Background: an optimization exercise with open tools, aiming at small area, a short achievable clock period and few clock cycles. Do not read the settings as production practice.
Only simulation tests tie the RTL to the original design; equivalence was not proved.
Power is estimated from default activity; no workload was simulated.

### flow/design.v
module pfx_add(a, b, ci, s, co);
   parameter W = 32;
   parameter T = 1;
   input  [W-1:0] a, b;
   input          ci;
   output [W-1:0] s;
   output         co;
   reg [W-1:0] p, g, pp, gg;
   reg [W:0]   c;
   integer i, j;
   always @(*) begin
      p = a ^ b;
      g = a & b;
      g[0] = g[0] | (p[0] & ci);
      pp = p;
      gg = g;
      if (T == 0) begin
         for (i = 1; i < W; i = i + 1)
            gg[i] = g[i] | (p[i] & gg[i-1]);
      end else if (T == 1) begin
         for (i = 0; i < 7; i = i + 1)
            for (j = 2 * (1 << i) - 1; j < W; j = j + 2 * (1 << i)) begin
               gg[j] = gg[j] | (pp[j] & gg[j - (1 << i)]);
               pp[j] = pp[j] & pp[j - (1 << i)];
            end
         for (i = 6; i >= 0; i = i - 1)
            for (j = 3 * (1 << i) - 1; j < W; j = j + 2 * (1 << i)) begin
               gg[j] = gg[j] | (pp[j] & gg[j - (1 << i)]);
               pp[j] = pp[j] & pp[j - (1 << i)];
            end
      end else if (T == 2) begin
         for (i = 0; i < 7; i = i + 1)
            for (j = 0; j < W; j = j + 1)
               if ((j >> i) % 2 == 1) begin
                  gg[j] = gg[j] | (pp[j] & gg[((j >> i) << i) - 1]);
                  pp[j] = pp[j] & pp[((j >> i) << i) - 1];
               end
      end else begin
         for (i = 0; i < 7; i = i + 1)
            for (j = W - 1; j >= (1 << i); j = j - 1) begin
               gg[j] = gg[j] | (pp[j] & gg[j - (1 << i)]);
               pp[j] = pp[j] & pp[j - (1 << i)];
            end
      end
      c = {gg, ci};
   end
   assign s  = p ^ c[W-1:0];
   assign co = c[W];
endmodule
module int_calc(clk, rst, start, A, B, done, int_add, int_sub, int_mul, int_div, int_mod, addCo, addCy, subCo, subCy);
   input clk;
   input rst;
   input start;
   input [63:0] A;
   input [31:0] B;
   output done;
   output [31:0] int_add;
   output [31:0] int_sub;
   output [63:0] int_mul;
   output [31:0] int_div;
   output [31:0] int_mod;
   output addCo;
   output addCy;
   output subCo;
   output subCy;
   localparam TD = 1;           
   localparam TM = 1;           
   reg [31:0] b_r;              
   reg [63:0] p_r;              
   reg        one_x, two_x;     
   reg [31:0] r_r;              
   reg [31:0] q_r;              
   reg [31:0] sum_r;            
   reg [31:0] dif_r;            
   reg        add_c, sub_c;     
   reg        add_v, sub_v;     
   reg [3:0]  cnt;
   reg        busy;
   reg        done_r;
   wire       fin = busy & (cnt == 4'd15);    
   assign done    = done_r;
   assign int_mul = p_r;
   assign int_div = q_r;
   assign int_mod = r_r;
   assign int_add = sum_r;
   assign int_sub = dif_r;
   assign addCo   = add_c;
   assign addCy   = add_v;
   assign subCo   = sub_c;
   assign subCy   = sub_v;
   wire [1:0] sa = p_r[1:0];                   
   wire [1:0] sb = b_r[{cnt, 1'b0} +: 2];      
   wire       ac1 = (sa[0] & sb[0]) | (sa[0] & add_c) | (sb[0] & add_c);
   wire       ac2 = (sa[1] & sb[1]) | (sa[1] & ac1) | (sb[1] & ac1);
   wire [1:0] as = {sa[1] ^ sb[1] ^ ac1, sa[0] ^ sb[0] ^ add_c};
   wire       sc1 = (sa[0] & ~sb[0]) | (sa[0] & sub_c) | (~sb[0] & sub_c);
   wire       sc2 = (sa[1] & ~sb[1]) | (sa[1] & sc1) | (~sb[1] & sc1);
   wire [1:0] ds = {sa[1] ^ ~sb[1] ^ sc1, sa[0] ^ ~sb[0] ^ sub_c};
   wire [33:0] m_ext = {{2{b_r[31]}}, b_r};
   wire        neg = p_r[1];
   wire [33:0] pp = (({34{one_x}} & m_ext) | ({34{two_x}} & {m_ext[32:0], 1'b0})) ^ {34{neg}};
   wire [33:0] mt;
   wire        mco_unused;
   pfx_add #(.W(34), .T(TM)) u_mul(.a({{2{p_r[63]}}, p_r[63:32]}), .b(pp), .ci(neg), .s(mt), .co(mco_unused));
   wire [63:0] p_next = {mt, p_r[31:2]};
   wire [33:0] R = {r_r, q_r[31:30]};
   wire [33:0] s1;              
   wire        c1;              
   pfx_add #(.W(34), .T(TD)) u_d1(.a(R), .b(~{2'b00, b_r}), .ci(1'b1), .s(s1), .co(c1));
   wire [32:0] s2;              
   wire        c2;              
   pfx_add #(.W(33), .T(TD)) u_d2(.a(R[33:1]), .b(~{1'b0, b_r}), .ci(1'b1), .s(s2), .co(c2));
   wire [35:0] x3 = {2'b00, R};
   wire [35:0] y3 = ~{4'b0000, b_r};
   wire [35:0] z3 = ~{3'b000, b_r, 1'b0};
   wire [35:0] cs_s = x3 ^ y3 ^ z3;
   wire [35:0] cs_c = (x3 & y3) | (x3 & z3) | (y3 & z3);
   wire [35:0] s3;              
   wire        co3_unused;
   pfx_add #(.W(36), .T(TD)) u_d3(.a(cs_s), .b({cs_c[34:0], 1'b1}), .ci(1'b1), .s(s3), .co(co3_unused));
   wire        c3 = ~s3[35];    
   wire        sel0 = ~c1;
   wire        sel1 = c1 & ~c2;
   wire        sel2 = c2 & ~c3;
   wire        sel3 = c3;
   wire [31:0] r_n = ({32{sel0}} & R[31:0]) | ({32{sel1}} & s1[31:0]) |
                     ({32{sel2}} & {s2[30:0], R[0]}) | ({32{sel3}} & s3[31:0]);
   wire [31:0] q_n = {q_r[29:0], c2, sel1 | sel3};
   always @(posedge clk) begin
      if (!busy) begin
         b_r  <= B;
         p_r  <= {32'd0, A[31:0]};
         one_x <= A[0];
         two_x <= A[1] & ~A[0];
         r_r  <= A[63:32];
         q_r  <= A[31:0];
      end else begin
         p_r  <= p_next;
         one_x <= p_r[2] ^ p_r[1];
         two_x <= (p_r[3] ^ p_r[1]) & ~(p_r[2] ^ p_r[1]);
         r_r  <= r_n;
         q_r  <= q_n;
      end
      sum_r <= {as, sum_r[31:2]};
      dif_r <= {ds, dif_r[31:2]};
      add_c <= busy ? ac2 : 1'b0;
      sub_c <= busy ? sc2 : 1'b1;
      add_v <= ac1 ^ ac2;
      sub_v <= sc1 ^ sc2;
      if (rst) begin
         busy   <= 1'b0;
         done_r <= 1'b0;
         cnt    <= 4'd0;
      end else begin
         busy   <= start | (busy & ~fin);
         done_r <= fin;
         cnt    <= busy ? cnt + 4'd1 : 4'd0;
      end
   end
endmodule  
### flow/flow/run.sh
#!/bin/bash
# Standard synthesis, then the ORFS layout with these changes: ports are
# buffered with buf_1 cells, timing repair aims at a larger setup slack
# margin, and the settings in params.sh (the clock period and all
# constraints are unchanged).
set -euo pipefail
W=$(pwd)
MARGIN=15.5
EXTRA=()
source flow/params.sh
bash standard.sh synth > synth.log 2>&1
make -C "$FLOW_HOME" DESIGN_CONFIG="$FLOW_CONFIG" WORK_HOME="$W/orfs" CLKGATE_MAP_FILE= \
  SYNTH_SCRIPT="$W/synth_recipe.tcl" CAP_MARGIN=20 CORE_MARGIN=2 CORE_UTILIZATION=40 \
  SETUP_SLACK_MARGIN=$MARGIN SLEW_MARGIN=20 \
  BUFFER_PORTS_ARGS="-buffer_cell sky130_fd_sc_hd__buf_1" "${EXTRA[@]}" finish > layout.log 2>&1
R="$W/orfs/results/$FLOW_PLATFORM/int_calc/base"
: # left out here: write the final layout as DEF
### flow/flow/params.sh
MARGIN=15.5
EXTRA=( CORE_UTILIZATION=65 CTS_CLUSTER_SIZE=25 CTS_CLUSTER_DIAMETER=60 )
### flow/standard.sh
#!/bin/bash
# synth_recipe.tcl (not shown) runs the flow's synth.tcl, then flattens the netlist and writes it again
# the make line also repeats each setting of config.mk as NAME=value (left out here)
make -C /OpenROAD-flow-scripts/flow DESIGN_CONFIG=/design/flow/config.mk WORK_HOME=/design/flow/orfs CLKGATE_MAP_FILE= SYNTH_SCRIPT=/design/flow/synth_recipe.tcl "${@:-finish}"
### flow/config.mk
export PLATFORM = sky130hd
export DESIGN_NAME = int_calc
export DESIGN_NICKNAME = int_calc
export VERILOG_FILES = /design/flow/design.v
export SDC_FILE = /design/flow/constraint.sdc
export NUM_CORES = 4
export LEC_CHECK = 0
export CAP_MARGIN = 20
export CORE_MARGIN = 2
export CORE_UTILIZATION = 40
export SETUP_SLACK_MARGIN = 1.5
export SLEW_MARGIN = 20
### flow/constraint.sdc
create_clock -name core_clock -period 21.0 [get_ports {clk}]
set_input_delay 4.2000 -clock core_clock [delete_from_list [all_inputs] [get_ports {clk}]]
set_output_delay 4.2000 -clock core_clock [all_outputs]
set_load 0.01 [all_outputs]
==> key figures, run 1 <==
Run status
  • Status: finished clean

Die
  • Die Area: 22960 um^2
  • Die width: 151.5 um
  • I/O pin cnt: 296
  • Std cell rows: 53
  • CORE AREA: 21220 um^2
  • Starting Density: 66.66%
  • Die height: 151.5 um

Yosys
  • Synth area leaders: dfxtp_1, fa_1, ha_1, edfxtp_1, nand2_1
  • Cell with the most instances after synthesis: dfxtp_1
  • Distinct cells, synth: 59
  • Syn nets: 1772
  • Mapped Area: 14140 um^2
  • Top-area cell type share of the netlist area: 28.87%
  • Most used flip-flop cell after synthesis: dfxtp_1
  • Synth warn: 4
  • FF+latch count, synth: 236
  • Post-Synthesis Cells: ~1400
  • Seq/Total Area, Yosys: 35.67%
  • Yosys top cell by area: dfxtp_1
  • Synthesized area per cell: 9.782 um^2
  • Async set-reset flop share out of synthesis: 0%
  • EDFF count, synth: 32
  • Most frequent cells after synthesis: dfxtp_1, nand2_1, inv_1, ha_1, fa_1

STA
  • Post-route clock skew: 0.01709 ns
  • Final count of hold timing violations: 0
  • Least-Margin Pin Slew: 1.076 ns
  • Worst slew margin: between 20 and 30%
  • Fin crit period: about 5.5 ns
  • Max Freq: 183.5 MHz
  • Final hold slack: 0.3532 ns
  • Pins Over Slew Limit: 0
  • Final worst path period share: between 20% and 30%
  • Setup violations, final: 0
  • Setup TNS after final layout: 0 ns
  • RSZ-0062 raised after global routing: no

Clock tree
  • CTS tree: yes
  • Clock buffer depth: 3
  • Clk slew on worst S/H paths: 0.09 ns
  • Total CTS buffers: 21
  • Root buf cell: clkbuf_16
  • CTS H-tree lvls: 1
  • Clk sinks: 236
  • Worst-skew pair later-pin latency: 0.53 ns

Route
  • DRT antenna net count: 0
  • Drt first-iter violations: 610
  • Drt wl/cell: 18.78 um
  • Vias per cell: 5.800
  • Post-Route WL: 37.66 mm
  • DR vias: 11630
  • 1st-pass router iterations: 5
  • DRC errors left: 0

Worst setup path
  • Crit path cell chain: buf_1
  • Critical path arrival: about 1.3 ns
  • Crit path max fanout: 6
  • Setup crit end kind: primary output
  • R2R Setup Slk: 16.39 ns
  • CP Depth: 1
  • CP max stage delay: roughly 0.48 ns
  • Worst Setup EP: int_mod[28]
  • Delay-heaviest family, CP: flip-flops
  • Reg2reg end: r_r[22]
  • Worst Path Class, Setup: reg -> out
  • Worst path slowest cell: dfxtp_1
  • Crit start category: flip-flop
  • Worst path bufs/invs: 1
  • Critical Path RT: 16.80 ns
  • Reg2reg start: b_r[6]
  • Reg2reg path depth: 15
  • CP Launch Point: r_r[28]

Finish
  • Layout cell share with drive strength beyond 1: 4.569%
  • Nets: 2041
  • Layout Cells excl Fill: approximately 2000
  • P&R area growth vs syn: 14.87%

Global routing
  • GRT overflow: 0
  • Initial antenna violation count: 1
  • Gr usage total: 32.30%
  • Number of global-route vias before repair: 11380
  • First-pass GRT wire length: 58.19 mm
  • Pin count of the biggest net entering global routing: slightly below 90

Placement
  • DP HPWL: 28.29 mm
  • DP Cell Count: 1965
  • Port Buf Inserts: 295
  • Routability Congestion: 0.8871

Pwr
  • Total power: around 2.6 mW
  • Peak VDD IR: 0.00009804 V
  • PwrDens: 160.2 nW/um^2
  • LEAKAGE: 7.121 nW

Flow run
  • Max_cap viols: 0

Min path
  • Hold Path Class: reg -> reg
-- layer usage --
layer	wire, um	part of all wire (%)	global-route usage (%)
met1	14520	39	39.65
met4	1431	3.8	12.27
met3	2914	7.7	5.359
met5	0	0	0
met2	18800	50	57.19
-- state kept, by name (all words and copies together) (netlist names), 4 cells and up --
signal / flops
dif_r: 32
p_r: 64
b_r: 32
sum_r: 32
r_r: 32
q_r: 32
cnt: 4
-- report_power, final --
part	leakage, nW	internal, mW	switching [mW]	total [mW]
logic	4.71	0.595	0.854	1.45
registers	2.04	0.583	0.138	0.721
clock network	0.379	0.221	0.212	0.433
-- kinds of logic (layout without fill, tap and decap cells) --
family | after synthesis | in the layout | synth area share (%)
AOI/OAI and AO/OA | 319 | 319 | 14.93
xor gates and xnor gates | 98 | 98 | 6.068
adders and majority gates | 227 | 227 | 25.33
buffers and inverters | 186 | 469 | 5.166
DFF | 236 | 236 | 35.67
muxes | 14 | 14 | 1.893
other | 0 | 1 | 0
and+or+nand+nor | 366 | 366 | 10.94
-- through the flow --
| stage | setup slack, ns | util [%] | cell area (um^2) |
|---|---|---|---|
| final | 15.55 | 76.57 | 16250 |
| after global routing | 15.50 | 76.57 | 16250 |
| after CTS | 15.52 | 76.50 | 16230 |
| after detailed placement | 15.58 | 72.58 | 15400 |
| after global placement | 15.59 | 72.58 | 15400 |
| after floorplan | 16.30 | - | 14140 |
-- placed cells by master (no fill, tap or decap), types with 41 or more instances in the layout --
cell     instances
buf_1          295
nand2_1        202
dfxtp_1        194
inv_1          129
ha_1           128
fa_1            99
nor2_1          78
a21oi_1         69
xnor2_1         57
o21ai_0         53
a31oi_1         42
a21o_1          41
xor2_1          41
-- layout make-up --
class | count | area (um^2)
well taps | 275 | 344.1
repair buffers | 302 | 1187
clock inverters | 15 | 249.0
diodes | 1 | 2.502
inverters | 130 | 489.2
flip-flops and latches | 236 | 5062
clock buffers | 22 | 539.3
fillers | 1558 | 4972
multi-input cells | 1024 | 8374
-- timing repair --
| action | in CTS | in global routing |
|---|---|---|
| endpoints found under the setup margin | 1 | 6 |
| setup buffers | 2 | 0 |
| hold buffers | 0 | 0 |
| endpoints found under the hold margin | 0 | 0 |
| resized for setup | 1 | 6 |
-- how the worst min path moves through the flow --
stage | start | to | slack (ns) | cells past startpoint
finish | dif_r[9] | dif_r[7] | 0.35 | 0
global route | dif_r[5] | dif_r[3] | 0.36 | 0
CTS | sum_r[3] | sum_r[1] | 0.35 | 0
detailed placement | sum_r[3] | sum_r[1] | 0.34 | 0
global placement | dif_r[11] | dif_r[9] | 0.33 | 0
floorplan | dif_r[2] | dif_r[0] | 0.38 | 0
Testbench counts, summed over its fixed seeds: cycles 54,408.
==> inputs of run 2 (changes only) <==
==> flow/flow/params.sh (replaced) <==
MARGIN=15.65
EXTRA=( CORE_UTILIZATION=65 GPL_TIMING_DRIVEN=1 CTS_ARGS=-sink_clustering_enable\ -repair_clock_nets\ -sink_clustering_size\ 25\ -sink_clustering_max_diameter\ 60\ -dont_use_dummy_load )
==> key figures, run 2 <==
Finish
  • Nets: 2042 (+0.049%)
  • Layout cell share with drive strength beyond 1: 5.776% (+1.2 points)
  • Number of flip-flops under the largest register name: 64 (unchanged)
  • Layout Cells excl Fill: 1991 (-0.70%)
  • Top reg by flops: p_r
  • Commonest non-fill, non-tap cell in the layout: buf_1
  • Most frequent cells in the layout: buf_1, nand2_1, dfxtp_1
  • P&R area growth vs syn: 13.59%
  • Design area: 16070 um^2 (-1.1%)
  • Final core occ: 75.71% (-0.86 points)

STA
  • Post-route clock skew: 0.05794 ns (+0.04084 ns)
  • Setup violations, final: 0 (unchanged)
  • Final worst path period share: 25.40% (-0.56 points)
  • Fin crit period: 5.334 ns (-0.1173 ns)
  • Setup TNS after final layout: 0 ns (unchanged)
  • Worst slew margin: 30.69% (+2.4 points)
  • Max Freq: 187.5 MHz (+2.2%)
  • Least-Margin Pin Slew: 1.039 ns (-0.03653 ns)
  • Pins Over Slew Limit: 0 (unchanged)
  • Final count of hold timing violations: 0 (unchanged)
  • RSZ-0062 raised after global routing: no

Route
  • DRC errors left: 0 (unchanged)
  • Vias per cell: 5.783 (-0.30%)
  • 1st-pass router iterations: 5 (unchanged)
  • Drt wl/cell: 18.63 um (-0.81%)
  • Drt first-iter violations: 678 (+11%)
  • DRT antenna net count: 0 (unchanged)
  • DR vias: 11510 (-1.0%)
  • Post-Route WL: 37.09 mm (-1.5%)

Global routing
  • Initial antenna violation count: 2 (+1)
  • First-pass GRT wire length: 57.24 mm (-1.6%)
  • Number of global-route vias before repair: 11250 (-1.1%)
  • Pin count of the biggest net entering global routing: 88 (unchanged)
  • Gr usage total: 31.82% (-0.48 points)
  • GRT overflow: 0 (unchanged)

Die
  • Die Area: 22960 um^2 (unchanged)
  • I/O pin cnt: 296 (unchanged)
  • Std cell rows: 53 (unchanged)
  • Starting Density: 66.66% (unchanged)
  • CORE AREA: 21220 um^2 (unchanged)
  • Die width: 151.5 um (unchanged)
  • Die height: 151.5 um (unchanged)

Worst setup path
  • Crit path cell chain: buf_1
  • Delay-heaviest family, CP: flip-flops
  • Crit path max fanout: 5 (-1)
  • Critical Path RT: 16.80 ns (about the same)
  • Critical path arrival: 1.13 ns (-0.12 ns)
  • Worst path slowest cell: dfxtp_1
  • Crit start category: flip-flop
  • CP max stage delay: 0.43 ns (-0.05 ns)
  • Setup crit end kind: primary output
  • Worst path bufs/invs: 1 (unchanged)
  • Worst Path Class, Setup: reg -> out

Placement
  • Port Buf Inserts: 295 (unchanged)
  • DP HPWL: 28.29 mm (unchanged)
  • Routability Congestion: 0.8871 (unchanged)
  • DP Cell Count: 1965 (unchanged)
  • DP Area: 15400 um^2 (unchanged)

Pwr
  • Peak VDD IR: 0.0001094 V (+12%)
  • Comb pwr share: 57.7% (+2.0 points)
  • Reg power frac: 29.1% (+1.4 points)
  • PwrDens: 156.1 nW/um^2 (-2.5%)
  • Internal power: 1.366 mW (-2.3%)
  • LEAKAGE: 7.031 nW (-1.3%)
  • Part of the power in the clock network: 13.1% (-3.5 points)
  • P_sw: 1.142 mW (-5.1%)
  • Switch share: 45.52% (-0.73 points)

Yosys
  • Synth area leaders: dfxtp_1, fa_1, ha_1, edfxtp_1, nand2_1
  • Async set-reset flop share out of synthesis: 0% (unchanged)
  • Most frequent cells after synthesis: dfxtp_1, nand2_1, inv_1, ha_1, fa_1
  • Cell with the most instances after synthesis: dfxtp_1
  • Most used flip-flop cell after synthesis: dfxtp_1
  • Distinct cells, synth: 59 (unchanged)
  • Mapped Area: 14140 um^2 (unchanged)
  • EDFF count, synth: 32 (unchanged)
  • Post-Synthesis Cells: 1446 (unchanged)
  • Synthesized area per cell: 9.782 um^2 (unchanged)
  • Seq/Total Area, Yosys: 35.67% (unchanged)
  • Top-area cell type share of the netlist area: 28.87% (unchanged)
  • Syn nets: 1772 (unchanged)
  • Synth warn: 4 (unchanged)
  • Yosys top cell by area: dfxtp_1
  • FF+latch count, synth: 236 (unchanged)

Clock tree
  • Clk sinks: 236 (unchanged)
  • CTS tree: yes
  • Root buf cell: clkbuf_16
  • Clock buffer depth: 3 (unchanged)
  • Clk slew on worst S/H paths: 0.09 ns (about the same)
  • Cts hold-fix bufs: 0 (unchanged)
  • Worst-skew pair later-pin latency: 0.52 ns (about the same)
  • CTS H-tree lvls: 1 (unchanged)
  • Total CTS buffers: 21 (unchanged)

Run status
  • Status: finished clean

Flow run
  • Max_cap viols: 0 (unchanged)

Min path
  • Hold Path Class: reg -> reg
[run 2: layout make-up]
class / instances / area (um^2)
fillers: 1592 / 5154
well taps: 275 / 344.1
clock buffers: 21 / 525.5
repair buffers: 303 / 1205
multi-input cells: 1024 / 8374
flip-flops and latches: 236 / 5124
diodes: 2 / 5.005
inverters: 130 / 489.2
[run 2: kinds of logic after synthesis]
logic type | count (synthesis) | synth area share (%)
AND/OR/NAND/NOR | 366 | 10.94
AO/OA/AOI/OAI | 319 | 14.93
flip-flops | 236 | 35.67
adder cells (fa/ha/maj) | 227 | 25.33
buffers and inverters | 186 | 5.166
XOR/XNOR | 98 | 6.068
multiplexers | 14 | 1.893
[run 2: path summary, 6_finish.rpt]
kind | start | end | slack [ns] | cells past startpoint
hold reg to reg | sum_r[13] | sum_r[11] | 0.33 | 0
setup reg to reg | b_r[6] | r_r[22] | 16.38 | 15
hold / removal | sum_r[13] | sum_r[11] | 0.33 | 0
setup / recovery | r_r[31] | int_mod[31] | 15.67 | 1
[run 2: metal layers]
layer | global-route usage [%] | part of all wire [%] | wire length, um
met3 | 5.359 | 7.4 | 2733
met5 | 0 | 0 | 0
met1 | 39.16 | 39 | 14530
met2 | 55.36 | 49 | 18110
met4 | 13.70 | 4.6 | 1721
[run 2: repair_timing]
action / 4_1_cts / 5_1_grt
gates resized for setup: 33 / 20
hold endpoints to repair: 0 / 0
setup endpoints to repair: 27 / 20
buffers inserted: 2 / 1
[run 2: stage by stage]
stage               hold slack [ns]  setup WS (ns)  power, mW
floorplan                    0.3817          16.30      1.758
global placement             0.3315          15.59      2.108
detailed placement           0.3350          15.58      2.148
CTS                          0.3330          15.63      2.506
global route                 0.3471          15.65      2.740
finish                       0.3318          15.67      2.508
[run 2: power groups by stage]
stage / Clock [mW] / Sequential [mW] / Combinational (mW)
detailed placement: 0 / 0.730 / 1.42
finish: 0.329 / 0.731 / 1.45
floorplan: 0 / 0.750 / 1.01
global route: 0.350 / 0.753 / 1.64
CTS: 0.336 / 0.727 / 1.44
global placement: 0 / 0.726 / 1.38
==> inputs of run 3 (changes only) <==
==> flow/flow/params.sh (replaced) <==
MARGIN=15.65
EXTRA=( CORE_UTILIZATION=75 CTS_ARGS=-sink_clustering_enable\ -repair_clock_nets\ -sink_clustering_size\ 25\ -sink_clustering_max_diameter\ 60\ -dont_use_dummy_load )
==> key figures, run 3 <==
Worst setup path
  • Setup crit end kind: primary output
  • Worst path bufs/invs: 1 (unchanged)
  • CP Depth: 1 (unchanged)
  • CP max stage delay: 0.42 ns (about the same)
  • Crit start category: flip-flop
  • Worst Path Class, Setup: reg -> out
  • Worst path slowest cell: dfxtp_1
  • Crit path max fanout: 5 (unchanged)
  • Critical Path RT: 16.80 ns (about the same)
  • Reg2reg path depth: 14 (-1)
  • Critical path arrival: 1.13 ns (about the same)
  • Crit path cell chain: buf_1
  • Delay-heaviest family, CP: flip-flops

Yosys
  • FF+latch count, synth: 236 (unchanged)
  • Yosys top cell by area: dfxtp_1
  • Async set-reset flop share out of synthesis: 0% (unchanged)
  • Distinct cells, synth: 59 (unchanged)
  • Most used flip-flop cell after synthesis: dfxtp_1
  • Cell with the most instances after synthesis: dfxtp_1
  • Top-area cell type share of the netlist area: 28.87% (unchanged)
  • Synth warn: 4 (unchanged)
  • Syn nets: 1772 (unchanged)
  • Most frequent cells after synthesis: dfxtp_1, nand2_1, inv_1, ha_1, fa_1
  • Synth area leaders: dfxtp_1, fa_1, ha_1, edfxtp_1, nand2_1
  • EDFF count, synth: 32 (unchanged)
  • Synthesized area per cell: 9.782 um^2 (unchanged)
  • Mapped Area: 14140 um^2 (unchanged)
  • Seq/Total Area, Yosys: 35.67% (unchanged)
  • Post-Synthesis Cells: 1446 (unchanged)

Finish
  • P&R area growth vs syn: 12.53%
  • Nets: 2040 (-0.098%)
  • Number of flip-flops under the largest register name: 64 (unchanged)
  • Commonest non-fill, non-tap cell in the layout: buf_1
  • Layout cell share with drive strength beyond 1: 5.082% (-0.69 points)
  • Most frequent cells in the layout: buf_1, nand2_1, dfxtp_1
  • Design area: 15920 um^2 (-0.93%)
  • Top reg by flops: p_r

Die
  • Die height: 141.3 um (-6.7%)
  • I/O pin cnt: 296 (unchanged)
  • Std cell rows: 50 (-5.7%)
  • Starting Density: 76.13% (+9.5 points)
  • CORE AREA: 18580 um^2 (-12%)
  • Die width: 141.3 um (-6.7%)
  • Die Area: 19970 um^2 (-13%)

Clock tree
  • CTS tree: yes
  • Cts hold-fix bufs: 0 (unchanged)
  • Clk slew on worst S/H paths: 0.09 ns (about the same)
  • Total CTS buffers: 18 (-14%)
  • Root buf cell: clkbuf_16
  • Worst-skew pair later-pin latency: 0.51 ns (about the same)
  • Clk sinks: 236 (unchanged)
  • Clock buffer depth: 3 (unchanged)
  • CTS H-tree lvls: 1 (unchanged)

STA
  • Worst slew margin: 25.96% (-4.7 points)
  • Setup TNS after final layout: 0 ns (unchanged)
  • Pins Over Slew Limit: 0 (unchanged)
  • Final worst path period share: 25.37% (about the same)
  • Final count of hold timing violations: 0 (unchanged)
  • RSZ-0062 raised after global routing: no
  • Setup violations, final: 0 (unchanged)
  • Fin crit period: 5.329 ns (-0.004900 ns)
  • Max Freq: 187.7 MHz (about the same)
  • Post-route clock skew: 0.05452 ns (-0.003414 ns)
  • Least-Margin Pin Slew: 1.111 ns (+0.07113 ns)

Placement
  • Routability Congestion: 0.9396 (+5.9%)
  • DP HPWL: 29.03 mm (+2.6%)
  • Port Buf Inserts: 295 (unchanged)
  • DP Area: 15350 um^2 (-0.33%)

Global routing
  • First-pass GRT wire length: 60.67 mm (+6.0%)
  • Pin count of the biggest net entering global routing: 112 (+27%)
  • GRT overflow: 0 (unchanged)
  • Number of global-route vias before repair: 12030 (+7.0%)
  • Initial antenna violation count: 2 (unchanged)
  • Gr usage total: 38.45% (+6.6 points)

Route
  • Drt first-iter violations: 898 (+32%)
  • DRT antenna net count: 0 (unchanged)
  • Drt wl/cell: 19.78 um (+6.1%)
  • DR vias: 11890 (+3.3%)
  • Post-Route WL: 38.52 mm (+3.9%)
  • DRC errors left: 0 (unchanged)
  • 1st-pass router iterations: 6 (+1)
  • Vias per cell: 6.104 (+5.6%)

Flow run
  • Max_cap viols: 0 (unchanged)

Pwr
  • PwrDens: 158.2 nW/um^2 (+1.3%)
  • LEAKAGE: 6.986 nW (-0.64%)
  • Peak VDD IR: 0.0001114 V (+1.8%)

Min path
  • Hold Path Class: reg -> reg
  • Hold depth: 0 (unchanged)

Run status
  • Status: finished clean
## run 3: power by group
group	internal (mW)	switching (mW)	total, mW
combinational	0.602	0.883	1.49
sequential	0.590	0.139	0.729
clock	0.152	0.152	0.304
## run 3: worst paths after layout
path | startpoint | end | slack, ns
worst max register to register | one_x | p_r[53] | 16.36
worst min-delay path | sum_r[8] | sum_r[6] | 0.31
worst max-delay path | r_r[31] | int_mod[31] | 15.67
worst min register to register | sum_r[8] | sum_r[6] | 0.31
## run 3: area by class of cell
| class | instances | area (um^2) |
|---|---|---|
| inverters | 130 | 489.2 |
| well taps | 234 | 292.8 |
| repair buffers | 304 | 1205 |
| diodes | 2 | 5.005 |
| multi-input cells | 1024 | 8374 |
| fillers | 1072 | 2664 |
| flip-flops and latches | 236 | 5100 |
| clock buffers | 18 | 450.4 |
## run 3: what timing repair did
| item | in CTS | in global routing |
|---|---|---|
| pin swaps | 0 | 0 |
| setup buffers | 2 | 2 |
| gates resized for setup | 24 | 15 |
| setup endpoints to repair | 22 | 16 |
## run 3: logic make-up after synthesis
logic type | share of synthesized area, %
and+or+nand+nor | 10.94
AOI/OAI and AO/OA | 14.93
DFF | 35.67
adders and majority gates | 25.33
buffers and inverters | 5.166
xor gates and xnor gates | 6.068
muxes | 1.893
## run 3: metal layers
layer  up-vias  global-route usage (%)  wire, um
li1       5470                       -         -
met4         0                   23.84      2676
met5         -                       0         0
met1      5696                   45.50     14160
met2       561                   65.84     18910
met3       164                   6.311      2778
## run 3: per-stage QoR
step                std cells  total power, mW  worst slack, ns  hold slack [ns]  util [%]
global placement         1924            2.090            15.60           0.3328     82.61
floorplan                1446            1.758            16.30           0.3817         -
detailed placement       1924            2.169            15.57           0.3334     82.61
finish                   1948            2.518            15.67           0.3073     85.66
global route             1948            2.722            15.65           0.3136     85.66
CTS                      1944            2.496            15.59           0.3089     85.41
==> inputs of run 4 (changes only) <==
==> flow/flow/params.sh (replaced) <==
MARGIN=15.65
EXTRA=( CORE_UTILIZATION=75 CAP_MARGIN=5 SLEW_MARGIN=5 CTS_ARGS=-sink_clustering_enable\ -repair_clock_nets\ -sink_clustering_size\ 25\ -sink_clustering_max_diameter\ 60\ -dont_use_dummy_load )
==> key figures, run 4 <==
Yosys
  • Yosys top cell by area: dfxtp_1
  • Async set-reset flop share out of synthesis: 0% (unchanged)
  • Post-Synthesis Cells: 1446 (unchanged)
  • Syn nets: 1772 (unchanged)
  • Synth warn: 4 (unchanged)
  • Distinct cells, synth: 59 (unchanged)
  • Synthesized area per cell: 9.782 um^2 (unchanged)
  • Most used flip-flop cell after synthesis: dfxtp_1
  • FF+latch count, synth: 236 (unchanged)
  • EDFF count, synth: 32 (unchanged)
  • Synth area leaders: dfxtp_1, fa_1, ha_1, edfxtp_1, nand2_1
  • Mapped Area: 14140 um^2 (unchanged)
  • Most frequent cells after synthesis: dfxtp_1, nand2_1, inv_1, ha_1, fa_1
  • Cell with the most instances after synthesis: dfxtp_1
  • Seq/Total Area, Yosys: 35.67% (unchanged)
  • Top-area cell type share of the netlist area: 28.87% (unchanged)

STA
  • Pins Over Slew Limit: 0 (unchanged)
  • RSZ-0062 raised after global routing: no
  • Post-route clock skew: 0.05249 ns (-0.002033 ns)
  • Final worst path period share: 25.38% (about the same)
  • PnR worst setup slack: 15.67 ns (-0.001500 ns)
  • Fin crit period: 5.330 ns (+0.001500 ns)
  • Final count of hold timing violations: 0 (unchanged)
  • Setup TNS after final layout: 0 ns (unchanged)
  • Worst slew margin: 16.13% (-9.8 points)
  • Setup violations, final: 0 (unchanged)
  • Max Freq: 187.6 MHz (about the same)
  • Least-Margin Pin Slew: 1.258 ns (+0.1474 ns)

Clock tree
  • Clk slew on worst S/H paths: 0.09 ns (about the same)
  • Root buf cell: clkbuf_16
  • Worst-skew pair later-pin latency: 0.51 ns (about the same)
  • Clk sinks: 236 (unchanged)
  • Clock buffer depth: 3 (unchanged)
  • CTS tree: yes
  • CTS H-tree lvls: 1 (unchanged)
  • Total CTS buffers: 18 (unchanged)

Worst setup path
  • Worst path slowest cell: dfxtp_1
  • Worst Path Class, Setup: reg -> out
  • Crit path cell chain: buf_1
  • Critical path arrival: 1.13 ns (about the same)
  • Critical Path RT: 16.80 ns (about the same)
  • Setup crit end kind: primary output
  • CP max stage delay: 0.42 ns (about the same)
  • Crit start category: flip-flop
  • Delay-heaviest family, CP: flip-flops
  • Crit path max fanout: 5 (unchanged)
  • Worst path bufs/invs: 1 (unchanged)
  • R2R Setup Slk: 16.36 ns (about the same)

Finish
  • Layout Cells excl Fill: 1948 (unchanged)
  • Layout cell share with drive strength beyond 1: 5.023% (-0.058 points)
  • Final core occ: 85.66% (about the same)
  • Commonest non-fill, non-tap cell in the layout: buf_1
  • Fill cell count: 1073 (+0.093%)
  • Top reg by flops: p_r
  • Most frequent cells in the layout: buf_1, nand2_1, dfxtp_1
  • Nets: 2040 (unchanged)
  • Number of flip-flops under the largest register name: 64 (unchanged)
  • P&R area growth vs syn: 12.52% (about the same)
  • Design area: 15920 um^2 (about the same)

Placement
  • DP HPWL: 29.03 mm (unchanged)
  • Port Buf Inserts: 295 (unchanged)
  • DP Cell Count: 1924 (unchanged)
  • Dpl ws: 15.57 ns (unchanged)
  • Routability Congestion: 0.9396 (unchanged)
  • DP Area: 15350 um^2 (unchanged)

Route
  • Drt first-iter violations: 900 (+0.22%)
  • 1st-pass router iterations: 6 (unchanged)
  • Post-Route WL: 38.57 mm (+0.13%)
  • Max layer used: met4
  • Vias per cell: 6.117 (+0.21%)
  • Drt wl/cell: 19.80 um (+0.13%)
  • DRT antenna net count: 0 (unchanged)
  • Met1 WL: 14.30 mm (+0.97%)
  • Met3 WL: 2.766 mm (-0.43%)
  • DR vias: 11920 (+0.21%)
  • DRC errors left: 0 (unchanged)
  • Met2 Wirelength: 18.84 mm (-0.35%)

Global routing
  • Number of global-route vias before repair: 12030 (unchanged)
  • GRT overflow: 0 (unchanged)
  • Initial antenna violation count: 2 (unchanged)
  • First-pass GRT wire length: 60.67 mm (unchanged)
  • Gr usage total: 38.45% (unchanged)
  • Pin count of the biggest net entering global routing: 112 (unchanged)

Die
  • Std cell rows: 50 (unchanged)
  • CORE AREA: 18580 um^2 (unchanged)
  • Die Area: 19970 um^2 (unchanged)
  • Starting Density: 76.13% (unchanged)
  • I/O pin cnt: 296 (unchanged)
  • Die width: 141.3 um (unchanged)
  • Die height: 141.3 um (unchanged)

Pwr
  • LEAKAGE: 6.988 nW (about the same)
  • PwrDens: 158.3 nW/um^2 (about the same)
  • Peak VDD IR: 0.0001115 V (about the same)

Min path
  • Hold Path Class: reg -> reg

Flow run
  • Max_cap viols: 0 (unchanged)

Run status
  • Status: finished clean
-- run 4: cell counts after synthesis --
No cell type changed its count.
-- run 4: final timing paths --
| kind | end | startpoint | depth (start not counted) |
|---|---|---|---|
| hold / removal | sum_r[6] | sum_r[8] | 0 |
| setup / recovery | int_mod[31] | r_r[31] | 1 |
| setup reg to reg | p_r[53] | one_x | 14 |
| hold reg to reg | sum_r[6] | sum_r[8] | 0 |
-- run 4: routing by layer --
metal / track usage [%] / vias to the layer above
met5: 0 / -
met4: 23.84 / 0
met3: 6.311 / 161
met2: 65.84 / 563
met1: 45.50 / 5717
li1: - / 5475
-- run 4: where the power goes --
group          switching, mW  internal (mW)
Sequential             0.139          0.590
Clock                  0.152          0.152
Combinational          0.884          0.603
-- run 4: cell families (layout without fill, tap and decap cells) --
kind of cell | Yosys count | count (layout) | synth area share (%)
AO/OA/AOI/OAI | 319 | 319 | 14.93
XOR/XNOR | 98 | 98 | 6.068
adder cells (fa/ha/maj) | 227 | 227 | 25.33
buffers and inverters | 186 | 452 | 5.166
flip-flops | 236 | 236 | 35.67
multiplexers | 14 | 14 | 1.893
other | 0 | 2 | 0
AND/OR/NAND/NOR | 366 | 366 | 10.94
-- run 4: layout make-up --
cell class | count | area [um^2] | area share (%)
timing repair buffer | 304 | 1205 | 7.571
clock buffer | 18 | 450.4 | 2.830
tap | 234 | 292.8 | 1.840
antenna | 2 | 5.005 | 0.03145
inverter | 130 | 489.2 | 3.074
multi-input combinational | 1024 | 8373 | 52.61
sequential | 236 | 5100 | 32.04
-- run 4: what timing repair did --
action                     in CTS  in global routing
hold buffers                    0                  0
setup buffers                   2                  2
gates resized for setup        24                 15
setup endpoints to repair      22                 16
-- run 4: per-stage QoR --
step / total power [mW] / hold WS, ns
2_1_floorplan: 1.758 / 0.3817
3_3_place_gp: 2.090 / 0.3328
3_5_place_dp: 2.169 / 0.3334
4_1_cts: 2.496 / 0.3089
5_1_grt: 2.722 / 0.3136
6_report: 2.520 / 0.3071
==> inputs of run 5 (changes only) <==
==> flow/flow/params.sh (replaced) <==
MARGIN=15.65
EXTRA=( CORE_UTILIZATION=85 CTS_ARGS=-sink_clustering_enable\ -repair_clock_nets\ -sink_clustering_size\ 25\ -sink_clustering_max_diameter\ 60\ -dont_use_dummy_load )
==> key figures, run 5 <==
Clock tree
  • Root buf cell: clkbuf_16
  • Clock buffer depth: 3 (unchanged)
  • Total CTS buffers: 17 (-1)
  • CTS H-tree lvls: 1 (unchanged)
  • Cts hold-fix bufs: 0 (unchanged)
  • Clk sinks: 236 (unchanged)

Yosys
  • Yosys top cell by area: dfxtp_1
  • FF+latch count, synth: 236 (unchanged)
  • Mapped Area: 14140 um^2 (unchanged)
  • Syn nets: 1772 (unchanged)
  • Post-Synthesis Cells: 1446 (unchanged)
  • Top-area cell type share of the netlist area: 28.87% (unchanged)
  • Seq/Total Area, Yosys: 35.67% (unchanged)
  • Synth warn: 4 (unchanged)
  • Synth area leaders: dfxtp_1, fa_1, ha_1, edfxtp_1, nand2_1
  • Most used flip-flop cell after synthesis: dfxtp_1
  • Distinct cells, synth: 59 (unchanged)
  • Cell with the most instances after synthesis: dfxtp_1
  • EDFF count, synth: 32 (unchanged)
  • Most frequent cells after synthesis: dfxtp_1, nand2_1, inv_1, ha_1, fa_1
  • Async set-reset flop share out of synthesis: 0% (unchanged)
  • Synthesized area per cell: 9.782 um^2 (unchanged)

Placement
  • Port Buf Inserts: 295 (unchanged)
  • DP Area: 15330 um^2 (-0.11%)
  • DP HPWL: 34.16 mm (+18%)
  • Routability Congestion: 0.9818 (+4.5%)

Global routing
  • Pin count of the biggest net entering global routing: 95
  • Gr usage total: between 80% and 90%
  • Number of global-route vias before repair: 18430
  • GRT overflow: 330
  • First-pass GRT wire length: 120.3 mm

Die
  • Die width: 133 um (-5.9%)
  • Starting Density: 86.21% (+10 points)
  • Die height: 133 um (-5.9%)
  • Std cell rows: 47 (-6.0%)
  • I/O pin cnt: 296 (unchanged)

Run status
  • Stop Error: [ERROR GRT-0116] Global routing finished with congestion. Check the congestion regions in the DRC Viewer.
  • Stop stage: global routing (5_1_grt)
  • Status: did not finish
## run 5: cell counts after synthesis
No cell type changed its count.
## run 5: cells by family after synthesis
| kind of cell | synth area share (%) |
|---|---|
| AOI/OAI and AO/OA | 14.93 |
| xor gates and xnor gates | 6.068 |
| adders and majority gates | 25.33 |
| buffers and inverters | 5.166 |
| DFF | 35.67 |
| muxes | 1.893 |
| and+or+nand+nor | 10.94 |
## run 5: timing repair
action / in CTS
endpoints found under the setup margin: 24
setup buffers: 2
gates resized for setup: 26
## run 5: power groups by stage
stage / Clock [mW] / Sequential [mW] / Combinational [mW]
2_1_floorplan: 0 / 0.750 / 1.01
3_5_place_dp: 0 / 0.737 / 1.50
3_3_place_gp: 0 / 0.723 / 1.35
4_1_cts: 0.297 / 0.741 / 1.64
## run 5: how the worst max path moves through the flow
stage / depth (start not counted) / to / slack (ns)
4_1_cts: 1 / int_mul[1] / 15.57
3_5_place_dp: 1 / int_mul[1] / 15.54
3_3_place_gp: 1 / int_mul[1] / 15.59
2_1_floorplan: 0 / int_mod[0] / 16.30
## run 5: metrics by stage
step | utilization (%) | std cells | setup slack, ns
4_1_cts | 96.45 | 1929 | 15.57
3_5_place_dp | 93.45 | 1910 | 15.54
3_3_place_gp | 93.45 | 1910 | 15.59
2_1_floorplan | - | 1446 | 16.30
## run 5: per-layer routing
| layer | global-route usage (%) | GRT overflow |
|---|---|---|
| met2 | 101.4 | 145 |
| met1 | 86.41 | 4 |
| met5 | 39.17 | 0 |
| met3 | 80.54 | 9 |
| met4 | 99.34 | 172 |
==> inputs of run 6 (changes only) <==
==> flow/flow/params.sh (replaced) <==
MARGIN=15.65
EXTRA=( CORE_UTILIZATION=65 CTS_ARGS=-sink_clustering_enable\ -repair_clock_nets\ -sink_clustering_size\ 25\ -sink_clustering_max_diameter\ 60\ -dont_use_dummy_load )
==> key figures, run 6 <==
Worst setup path
  • Crit path max fanout: 5
  • Worst Path Class, Setup: reg -> out
  • Crit start category: flip-flop
  • Worst path bufs/invs: 1
  • Worst path slowest cell: dfxtp_1
  • Critical path arrival: ~1.1 ns
  • Setup crit end kind: primary output
  • Delay-heaviest family, CP: flip-flops
  • CP max stage delay: 0.43 ns
  • Critical Path RT: 16.80 ns
  • Crit path cell chain: buf_1

STA
  • RSZ-0062 raised after global routing: no
  • Max Freq: 187.5 MHz
  • Worst slew margin: 30.69%
  • Final worst path period share: between 20% and 30%
  • Setup violations, final: 0
  • Setup TNS after final layout: 0 ns
  • Least-Margin Pin Slew: ~1.0 ns
  • Final count of hold timing violations: 0
  • Post-route clock skew: 0.05794 ns
  • Fin crit period: 5.334 ns
  • Pins Over Slew Limit: 0

Global routing
  • Initial antenna violation count: 2
  • First-pass GRT wire length: between 50 and 60 mm
  • GRT overflow: 0
  • Pin count of the biggest net entering global routing: 88
  • Gr usage total: 31.82%
  • Number of global-route vias before repair: 11250

Die
  • Die Area: 22960 um^2
  • I/O pin cnt: 296 (unchanged)
  • Starting Density: 66.66% (-20 points)
  • Die height: 151.5 um (+14%)
  • Std cell rows: 53 (+13%)
  • CORE AREA: between 20000 and 25000 um^2
  • Die width: 151.5 um (+14%)

Yosys
  • Top-area cell type share of the netlist area: 28.87% (unchanged)
  • Synth warn: 4 (unchanged)
  • FF+latch count, synth: 236 (unchanged)
  • Synth area leaders: dfxtp_1, fa_1, ha_1, edfxtp_1, nand2_1
  • EDFF count, synth: 32 (unchanged)
  • Seq/Total Area, Yosys: 35.67% (unchanged)
  • Post-Synthesis Cells: 1446 (unchanged)
  • Yosys top cell by area: dfxtp_1
  • Cell with the most instances after synthesis: dfxtp_1
  • Mapped Area: 14140 um^2 (unchanged)
  • Most frequent cells after synthesis: dfxtp_1, nand2_1, inv_1, ha_1, fa_1
  • Most used flip-flop cell after synthesis: dfxtp_1
  • Distinct cells, synth: 59 (unchanged)
  • Syn nets: 1772 (unchanged)
  • Synthesized area per cell: 9.782 um^2 (unchanged)
  • Async set-reset flop share out of synthesis: 0% (unchanged)

Finish
  • Top reg by flops: p_r
  • Layout cell share with drive strength beyond 1: 5.776%
  • Final core occ: 75.71%
  • Nets: 2042
  • Number of flip-flops under the largest register name: 64
  • Most frequent cells in the layout: buf_1, nand2_1, dfxtp_1
  • Fill cell count: about 1600
  • Design area: ~16000 um^2
  • Layout Cells excl Fill: between 1500 and 2000
  • Commonest non-fill, non-tap cell in the layout: buf_1
  • P&R area growth vs syn: 13.59%

Route
  • Met3 WL: 2.733 mm
  • Max layer used: met4
  • Met2 Wirelength: 18.11 mm
  • Drt wl/cell: ~19 um
  • DRT antenna net count: 0
  • Post-Route WL: between 30 and 40 mm
  • 1st-pass router iterations: 5
  • Met1 WL: around 15 mm
  • Drt first-iter violations: 678
  • DRC errors left: 0
  • DR vias: 11510
  • Vias per cell: between 5 and 6

Clock tree
  • Clk sinks: 236 (unchanged)
  • Root buf cell: clkbuf_16
  • Clock buffer depth: 3 (unchanged)
  • Worst-skew pair later-pin latency: 0.52 ns
  • Total CTS buffers: 21 (+4)
  • Clk slew on worst S/H paths: 0.09 ns
  • CTS H-tree lvls: 1 (unchanged)
  • CTS tree: yes
  • Cts hold-fix bufs: 0 (unchanged)

Placement
  • DP Area: 15400 um^2 (+0.45%)
  • DP Cell Count: 1965 (+2.9%)
  • Routability Congestion: 0.8871 (-9.6%)
  • DP HPWL: 28.29 mm (-17%)
  • Port Buf Inserts: 295 (unchanged)

Flow run
  • Max_cap viols: 0

Pwr
  • PwrDens: 156.1 nW/um^2
  • Total power: 2.508 mW
  • LEAKAGE: about 7 nW
  • Peak VDD IR: 0.0001094 V

Min path
  • Hold Path Class: reg -> reg

Run status
  • Status: finished clean
run 6: per-stage QoR:
| step | setup WS, ns | hold slack, ns |
|---|---|---|
| floorplan | 16.30 | 0.3817 |
| global placement | 15.59 | 0.3315 |
| detailed placement | 15.58 | 0.3350 |
| CTS | 15.63 | 0.3330 |
| global route | 15.65 | 0.3471 |
| finish | 15.67 | 0.3318 |
run 6: metal layers:
metal | GRT usage (%) | up-vias
met4 | 13.70 | 0
met1 | 39.16 | 5524
met3 | 5.359 | 86
met5 | 0 | -
li1 | - | 5488
met2 | 55.36 | 416
run 6: worst paths after layout:
kind | slack (ns) | end | cells past startpoint | from
worst min register to register | 0.33 | sum_r[11] | 0 | sum_r[13]
worst max-delay path | 15.67 | int_mod[31] | 1 | r_r[31]
worst max register to register | 16.38 | r_r[22] | 15 | b_r[6]
worst min-delay path | 0.33 | sum_r[11] | 0 | sum_r[13]
run 6: logic make-up after synthesis:
logic type	after synthesis	synth area share (%)
and+or+nand+nor	366	10.94
buffers and inverters	186	5.166
DFF	236	35.67
xor gates and xnor gates	98	6.068
AOI/OAI and AO/OA	319	14.93
adders and majority gates	227	25.33
muxes	14	1.893
run 6: area by class of cell:
type / instances / area [um^2] / area share [%]
clock buffer: 21 / 525.5 / 3.271
antenna: 2 / 5.005 / 0.03115
tap: 275 / 344.1 / 2.142
sequential: 236 / 5124 / 31.89
multi-input combinational: 1024 / 8374 / 52.12
timing repair buffer: 303 / 1205 / 7.499
inverter: 130 / 489.2 / 3.045
run 6: what timing repair did:
| action | CTS | global route |
|---|---|---|
| cloned | 0 | 0 |
| setup buffers | 2 | 1 |
| pin swaps | 0 | 0 |
| gates resized for setup | 33 | 20 |
| endpoints found under the setup margin | 27 | 20 |
run 6: where the power goes:
group / switching, mW / internal (mW) / total [mW]
logic: 0.852 / 0.596 / 1.45
registers: 0.136 / 0.594 / 0.731
clock network: 0.154 / 0.176 / 0.329
total: 1.14 / 1.37 / 2.51
==> inputs of run 7 (changes only) <==
--- a/flow/design.v
+++ b/flow/design.v
@@ -65,3 +65,3 @@
    output subCy;
-   localparam TD = 1;           
+   localparam TD = 2;           
    localparam TM = 1;           
@@ -112,11 +112,11 @@
    pfx_add #(.W(33), .T(TD)) u_d2(.a(R[33:1]), .b(~{1'b0, b_r}), .ci(1'b1), .s(s2), .co(c2));
-   wire [35:0] x3 = {2'b00, R};
-   wire [35:0] y3 = ~{4'b0000, b_r};
-   wire [35:0] z3 = ~{3'b000, b_r, 1'b0};
-   wire [35:0] cs_s = x3 ^ y3 ^ z3;
-   wire [35:0] cs_c = (x3 & y3) | (x3 & z3) | (y3 & z3);
-   wire [35:0] s3;              
+   wire [34:0] x3 = {1'b0, R};
+   wire [34:0] y3 = ~{3'b000, b_r};
+   wire [34:0] z3 = ~{2'b00, b_r, 1'b0};
+   wire [34:0] cs_s = x3 ^ y3 ^ z3;
+   wire [34:0] cs_c = (x3 & y3) | (x3 & z3) | (y3 & z3);
+   wire [34:0] s3;              
    wire        co3_unused;
-   pfx_add #(.W(36), .T(TD)) u_d3(.a(cs_s), .b({cs_c[34:0], 1'b1}), .ci(1'b1), .s(s3), .co(co3_unused));
-   wire        c3 = ~s3[35];    
+   pfx_add #(.W(35), .T(TD)) u_d3(.a(cs_s), .b({cs_c[33:0], 1'b1}), .ci(1'b1), .s(s3), .co(co3_unused));
+   wire        c3 = ~s3[34];    
    wire        sel0 = ~c1;
==> flow/flow/params.sh (replaced) <==
MARGIN=15.75
EXTRA=( CORE_UTILIZATION=75 CTS_ARGS=-sink_clustering_enable\ -repair_clock_nets\ -sink_clustering_size\ 25\ -sink_clustering_max_diameter\ 60\ -dont_use_dummy_load )
==> key figures, run 7 <==
Run status
  • Status: finished clean

Global routing
  • GRT overflow: 0 (unchanged)
  • Initial antenna violation count: 0 (-2)
  • First-pass GRT wire length: 66.85 mm (+17%)
  • Number of global-route vias before repair: 12520 (+11%)
  • Gr usage total: 42.75% (+11 points)
  • Pin count of the biggest net entering global routing: 83 (-5.7%)

Placement
  • Routability Congestion: 0.9851 (+11%)
  • DP Cell Count: 1929 (-1.8%)
  • Dpl ws: 16.08 ns (+0.5057 ns)
  • DP Area: 15230 um^2 (-1.1%)
  • DP HPWL: 30.83 mm (+9.0%)
  • Port Buf Inserts: 295 (unchanged)

Yosys
  • Most frequent cells after synthesis: dfxtp_1, nand2_1, ha_1, nor2_1, inv_1
  • Distinct cells, synth: 72 (+22%)
  • Post-Synthesis Cells: 1445 (-0.069%)
  • Syn nets: 1738 (-1.9%)
  • Seq/Total Area, Yosys: 36.08% (+0.41 points)
  • Cell with the most instances after synthesis: dfxtp_1
  • Top-area cell type share of the netlist area: 29.21% (+0.33 points)
  • Synthesized area per cell: 9.677 um^2 (-1.1%)
  • Async set-reset flop share out of synthesis: 0% (unchanged)
  • FF+latch count, synth: 236 (unchanged)
  • Synth area leaders: dfxtp_1, ha_1, fa_1, edfxtp_1, nand2_1
  • Yosys top cell by area: dfxtp_1
  • Synth warn: 5 (+1)
  • EDFF count, synth: 32 (unchanged)
  • Most used flip-flop cell after synthesis: dfxtp_1
  • Mapped Area: 13980 um^2 (-1.1%)

Route
  • Post-Route WL: 44.60 mm (+20%)
  • DRT antenna net count: 0 (unchanged)
  • Drt first-iter violations: 1232 (+82%)
  • DR vias: 12850 (+12%)
  • Met1 WL: 15.79 mm (+8.6%)
  • Max layer used: met4
  • Vias per cell: 6.554 (+13%)
  • DRC errors left: 0 (unchanged)
  • Met3 WL: 5.163 mm (+89%)
  • Drt wl/cell: 22.74 um (+22%)
  • 1st-pass router iterations: 7 (+2)
  • Met2 Wirelength: 20.93 mm (+16%)

STA
  • Worst slew margin: 31.89% (+1.2 points)
  • Final hold slack: 0.3270 ns (-0.004811 ns)
  • Final worst path period share: 25.19% (-0.21 points)
  • Fin crit period: 5.289 ns (-0.04430 ns)
  • Setup TNS after final layout: 0 ns (unchanged)
  • PnR worst setup slack: 15.71 ns (+0.04430 ns)
  • Post-route clock skew: 0.05711 ns (-0.0008293 ns)
  • Setup violations, final: 0 (unchanged)
  • RSZ-0062 raised after global routing: yes
  • Final count of hold timing violations: 0 (unchanged)
  • Max Freq: 189.1 MHz (+0.84%)
  • Least-Margin Pin Slew: 1.022 ns (-0.01784 ns)
  • Pins Over Slew Limit: 0 (unchanged)

Worst setup path
  • CP Launch Point: dif_r[27]
  • Worst Path Class, Setup: reg -> out
  • Setup crit end kind: primary output
  • Worst path slowest cell: dfxtp_1
  • Crit path max fanout: 2 (-3)
  • Reg2reg start: b_r[4]
  • Delay-heaviest family, CP: flip-flops
  • Crit start category: flip-flop
  • Reg2reg path depth: 13 (-2)
  • Critical path arrival: 1.09 ns (-0.04 ns)
  • Worst Setup EP: int_sub[27]
  • Reg2reg end: r_r[28]
  • CP Depth: 1 (unchanged)
  • Critical Path RT: 16.80 ns (about the same)
  • Crit path cell chain: buf_1
  • Worst path bufs/invs: 1 (unchanged)
  • CP max stage delay: 0.35 ns (-0.08 ns)
  • R2R Setup Slk: 15.95 ns (-0.43 ns)

Clock tree
  • CTS tree: yes
  • Total CTS buffers: 19 (-9.5%)
  • Clock buffer depth: 3 (unchanged)
  • Root buf cell: clkbuf_16
  • Clk slew on worst S/H paths: 0.10 ns (about the same)
  • CTS H-tree lvls: 1 (unchanged)
  • Worst-skew pair later-pin latency: 0.52 ns (about the same)
  • Clk sinks: 236 (unchanged)

Pwr
  • LEAKAGE: 7.224 nW (+2.7%)
  • Total power: 2.746 mW (+9.5%)
  • PwrDens: 170.8 nW/um^2 (+9.4%)
  • Peak VDD IR: 0.0001053 V (-3.8%)

Finish
  • Layout Cells excl Fill: 1961 (-1.5%)
  • Area of the multi-input gates: 8356 um^2 (-0.22%)
  • Design area: 16080 um^2 (about the same)
  • Fill cell count: 896 (-44%)
  • Register area: 5176 um^2 (+1.0%)
  • Nets: 2025 (-0.83%)
  • Top reg by flops: p_r
  • P&R area growth vs syn: 14.97%
  • Most frequent cells in the layout: nand2_1, buf_1, dfxtp_1
  • Commonest non-fill, non-tap cell in the layout: nand2_1
  • Layout cell share with drive strength beyond 1: 14.22% (+8.4 points)
  • Number of flip-flops under the largest register name: 64 (unchanged)
  • Final core occ: 88.59% (+13 points)

Die
  • CORE AREA: 18150 um^2 (-14%)
  • Std cell rows: 49 (-7.5%)
  • Die height: 140.5 um (-7.2%)
  • Starting Density: 77.05% (+10 points)
  • Die Area: 19750 um^2 (-14%)
  • Die width: 140.5 um (-7.2%)
  • I/O pin cnt: 296 (unchanged)

Flow run
  • Max_cap viols: 0 (unchanged)

Min path
  • Hold Path Class: reg -> reg
-- run 7: how the worst min path moves through the flow --
| stage | from | endpoint | slack (ns) | depth (start not counted) |
|---|---|---|---|---|
| 3_5_place_dp | sum_r[19] | sum_r[17] | 0.34 | 0 |
| 3_3_place_gp | dif_r[4] | dif_r[2] | 0.33 | 0 |
| 5_1_grt | sum_r[24] | sum_r[22] | 0.32 | 0 |
| 2_1_floorplan | dif_r[2] | dif_r[0] | 0.38 | 0 |
| 6_report | sum_r[24] | sum_r[22] | 0.33 | 0 |
| 4_1_cts | dif_r[25] | dif_r[23] | 0.32 | 0 |
-- run 7: layer usage --
layer	vias up	GRT usage (%)
li1	5639	-
met1	5940	53.70
met2	1039	70.18
met3	234	9.402
met4	0	21.47
met5	-	0
-- run 7: layout make-up --
| class | count | area share [%] |
|---|---|---|
| flip-flops and latches | 236 | 32.20 |
| inverters | 97 | 2.280 |
| multi-input cells | 1064 | 51.97 |
| diodes | 2 | 0.03113 |
| clock buffers | 19 | 2.957 |
| repair buffers | 314 | 8.779 |
| well taps | 229 | 1.782 |
-- run 7: repair_timing --
item,CTS,global route
hold buffers,0,0
buffers inserted,0,11
endpoints found under the hold margin,0,0
resized for setup,101,97
endpoints found under the setup margin,64,91
-- run 7: cells by family (layout without fill, tap and decap cells) --
group / after synthesis / in the layout / share of synthesized area [%]
xor+xnor: 116 / 116 / 7.266
fa+ha+maj: 194 / 194 / 20.90
other cells: 0 / 2 / 0
mux: 13 / 13 / 1.843
simple gates: 401 / 401 / 12.63
buf+inv: 145 / 430 / 4.170
flops: 236 / 236 / 36.08
compound gates: 340 / 340 / 17.12
-- run 7: power by group --
part           total, mW  internal, mW  switching, mW
sequential         0.728         0.600          0.127
combinational       1.70         0.687           1.01
clock              0.321         0.160          0.161
Testbench counts of run 7, summed over its fixed seeds: cycles 54,408.
==> inputs of run 8 (changes only) <==
==> flow/flow/params.sh (replaced) <==
MARGIN=15.6
EXTRA=( CORE_UTILIZATION=75 CTS_ARGS=-sink_clustering_enable\ -repair_clock_nets\ -sink_clustering_size\ 25\ -sink_clustering_max_diameter\ 60\ -dont_use_dummy_load )
==> key figures, run 8 <==
STA
  • Final count of hold timing violations: 0 (unchanged)
  • Final hold slack: 0.3257 ns (-0.001358 ns)
  • Fin crit period: 5.400 ns (+0.1107 ns)
  • Pins Over Slew Limit: 0 (unchanged)
  • Setup violations, final: 0 (unchanged)
  • Post-route clock skew: 0.06429 ns (+0.007181 ns)
  • Setup TNS after final layout: 0 ns (unchanged)
  • Max Freq: 185.2 MHz (-2.1%)
  • PnR worst setup slack: 15.60 ns (-0.1107 ns)
  • Least-Margin Pin Slew: 1.024 ns (+0.002177 ns)
  • RSZ-0062 raised after global routing: no
  • Final worst path period share: 25.71% (+0.53 points)
  • Worst slew margin: 31.75% (-0.15 points)

Placement
  • DP HPWL: 30.83 mm (unchanged)
  • Routability Congestion: 0.9851 (unchanged)
  • DP Cell Count: 1929 (unchanged)
  • Dpl ws: 16.08 ns (unchanged)
  • Port Buf Inserts: 295 (unchanged)

Route
  • DR vias: 12400 (-3.5%)
  • Post-Route WL: 41.00 mm (-8.1%)
  • 1st-pass router iterations: 5 (-2)
  • Vias per cell: 6.364 (-2.9%)
  • DRC errors left: 0 (unchanged)
  • Drt wl/cell: 21.05 um (-7.5%)
  • Drt first-iter violations: 1210 (-1.8%)
  • DRT antenna net count: 0 (unchanged)

Finish
  • Number of flip-flops under the largest register name: 64 (unchanged)
  • Layout Cells excl Fill: 1948 (-0.66%)
  • Diode count: 0 (-2)
  • Nets: 2014 (-0.54%)
  • Layout cell share with drive strength beyond 1: 4.538% (-9.7 points)
  • Commonest non-fill, non-tap cell in the layout: buf_1
  • Top reg by flops: p_r
  • P&R area growth vs syn: 12.37%
  • Most frequent cells in the layout: buf_1, nand2_1, dfxtp_1

Pwr
  • Total power: 2.643 mW (-3.8%)
  • Reg power frac: 26.9% (+0.4 points)
  • PwrDens: 168.2 nW/um^2 (-1.5%)
  • Comb pwr share: 61.1% (-0.7 points)
  • Part of the power in the clock network: 12.0% (+0.3 points)
  • Peak VDD IR: 0.0001075 V (+2.1%)
  • Switch share: 47.26% (about the same)
  • Internal power: 1.394 mW (-3.7%)
  • P_sw: 1.249 mW (-3.8%)
  • LEAKAGE: 6.827 nW (-5.5%)

Yosys
  • Synthesized area per cell: 9.677 um^2 (unchanged)
  • EDFF count, synth: 32 (unchanged)
  • Async set-reset flop share out of synthesis: 0% (unchanged)
  • Most frequent cells after synthesis: dfxtp_1, nand2_1, ha_1, nor2_1, inv_1
  • Top-area cell type share of the netlist area: 29.21% (unchanged)
  • Mapped Area: 13980 um^2 (unchanged)
  • Cell with the most instances after synthesis: dfxtp_1
  • Seq/Total Area, Yosys: 36.08% (unchanged)
  • Post-Synthesis Cells: 1445 (unchanged)
  • Yosys top cell by area: dfxtp_1
  • Syn nets: 1738 (unchanged)
  • Synth warn: 5 (unchanged)
  • FF+latch count, synth: 236 (unchanged)
  • Distinct cells, synth: 72 (unchanged)
  • Most used flip-flop cell after synthesis: dfxtp_1
  • Synth area leaders: dfxtp_1, ha_1, fa_1, edfxtp_1, nand2_1

Global routing
  • GRT overflow: 0 (unchanged)
  • Top Usage Layer GRT: met2
  • Number of global-route vias before repair: 12330 (-1.5%)
  • Pin count of the biggest net entering global routing: 83 (unchanged)
  • Met2 Use GR: 67.52% (-2.7 points)
  • Gr usage total: 41.15% (-1.6 points)
  • Met3 usage: 8.342% (-1.1 points)
  • Met1 usage: 53.08% (-0.62 points)
  • Initial antenna violation count: 0 (unchanged)
  • First-pass GRT wire length: 64.69 mm (-3.2%)

Worst setup path
  • Worst path bufs/invs: 1 (unchanged)
  • Setup crit end kind: primary output
  • Crit start category: flip-flop
  • Critical path arrival: 1.20 ns (+0.11 ns)
  • Crit path cell chain: buf_1
  • Worst Path Class, Setup: reg -> out
  • CP max stage delay: 0.46 ns (+0.11 ns)
  • Critical Path RT: 16.80 ns (about the same)
  • Crit path max fanout: 5 (+3)
  • Delay-heaviest family, CP: flip-flops
  • Worst path slowest cell: dfxtp_1

Clock tree
  • CTS tree: yes
  • Clk slew on worst S/H paths: 0.09 ns (about the same)
  • Clk sinks: 236 (unchanged)
  • Clock buffer depth: 3 (unchanged)
  • CTS H-tree lvls: 1 (unchanged)
  • Total CTS buffers: 19 (unchanged)
  • Post-CTS setup buffer count: 0 (unchanged)
  • Root buf cell: clkbuf_16
  • Worst-skew pair later-pin latency: 0.52 ns (about the same)

Die
  • Std cell rows: 49 (unchanged)
  • Die width: 140.5 um (unchanged)
  • I/O pin cnt: 296 (unchanged)
  • Starting Density: 77.05% (unchanged)
  • CORE AREA: 18150 um^2 (unchanged)
  • Die height: 140.5 um (unchanged)
  • Die Area: 19750 um^2 (unchanged)

Min path
  • Hold Path Class: reg -> reg

Run status
  • Status: finished clean

Flow run
  • Max_cap viols: 0 (unchanged)
## run 8: cell count changes in the layout (fill, tap and decap cells not counted)
| cell | before | now |
|---|---|---|
| buf_1 | 185 | 292 |
| clkbuf_2 | 59 | 2 |
| dfxtp_1 | 145 | 195 |
| buf_2 | 43 | 1 |
| dfxtp_2 | 36 | 8 |
| dfxtp_4 | 23 | 1 |
| buf_4 | 26 | 8 |
| diode_2 | 2 | 0 |
| buf_6 | 1 | 0 |
## run 8: layer usage
layer	vias to the layer above	wire length [um]
li1	5609	-
met1	5820	15590
met2	792	19090
met3	177	4138
met4	0	2181
met5	-	0
## run 8: area by class of cell
cell class                 count  area [um^2]
inverter                      97        366.6
clock buffer                  19        475.5
sequential                   236         5059
multi-input combinational   1064         8356
timing repair buffer         303         1171
fill                         985         2434
tap                          229        286.5
## run 8: cells by family after synthesis
| kind of cell | after synthesis | synth area share (%) |
|---|---|---|
| buf+inv | 145 | 4.170 |
| fa+ha+maj | 194 | 20.90 |
| xor+xnor | 116 | 7.266 |
| simple gates | 401 | 12.63 |
| flops | 236 | 36.08 |
| mux | 13 | 1.843 |
| compound gates | 340 | 17.12 |
## run 8: power by group through the flow
stage	Combinational, mW	Sequential, mW	Clock [mW]
after floorplan	1.11	0.740	0
after global placement	1.50	0.703	0
after detailed placement	1.56	0.713	0
after CTS	1.58	0.705	0.316
after global routing	1.77	0.725	0.333
final	1.61	0.710	0.318
## run 8: metrics by stage
stage               instance area, um^2  util [%]
finish                            15710     86.59
global route                      15710     86.59
CTS                               15700     86.53
detailed placement                15230     83.90
global placement                  15230     83.90
floorplan                         13980         -
## run 8: worst paths after layout
path / start / endpoint / slack [ns] / cells past startpoint
hold / removal: dif_r[25] / dif_r[23] / 0.33 / 0
setup reg to reg: b_r[4] / r_r[13] / 16.11 / 13
hold reg to reg: dif_r[25] / dif_r[23] / 0.33 / 0
setup / recovery: r_r[17] / int_mod[17] / 15.60 / 1
## run 8: timing repair
| action | CTS | global route |
|---|---|---|
| endpoints found under the hold margin | 0 | 0 |
| resized for setup | 2 | 8 |
| setup endpoints to repair | 2 | 8 |
| hold buffers | 0 | 0 |
| pin swaps | 0 | 0 |

[what the ideal ports hide]
The flow's constraints put no driver on any port. The routed layouts listed below were extracted and timed again, unchanged, in two steps. Step 1 sets driving cells, clkbuf_16 on the clock port and buf_2 on the other inputs (assumed; they add their load-dependent delay and slew). Step 2 moves the port delays by t, midway between the first and last clock arrival at a register: inputs arrive t later, outputs are due t later. That takes back most of the time a late clock gives input paths. a / b / c = ideal / step 1 / step 2; a / b = the first two.
| run | t, ns | slack for setup (ns) | clock arrival spread, ns |
|---|---|---|---|
| run 1 | 0.567 | 15.549 / 15.499 / 16.066 | 0.018 / 0.018 |
| run 2 | 0.545 | 15.666 / 15.617 / 16.162 | 0.058 / 0.059 |
| run 3 | 0.536 | 15.671 / 15.622 / 16.158 | 0.055 / 0.055 |
| run 4 | 0.536 | 15.670 / 15.620 / 16.156 | 0.053 / 0.052 |
| run 6 | 0.545 | 15.666 / 15.617 / 16.162 | 0.058 / 0.059 |
| run 7 | 0.545 | 15.711 / 15.661 / 15.954 | 0.057 / 0.057 |
| run 8 | 0.542 | 15.600 / 15.550 / 16.092 | 0.064 / 0.065 |
After both steps setup and hold are still met in every run listed.
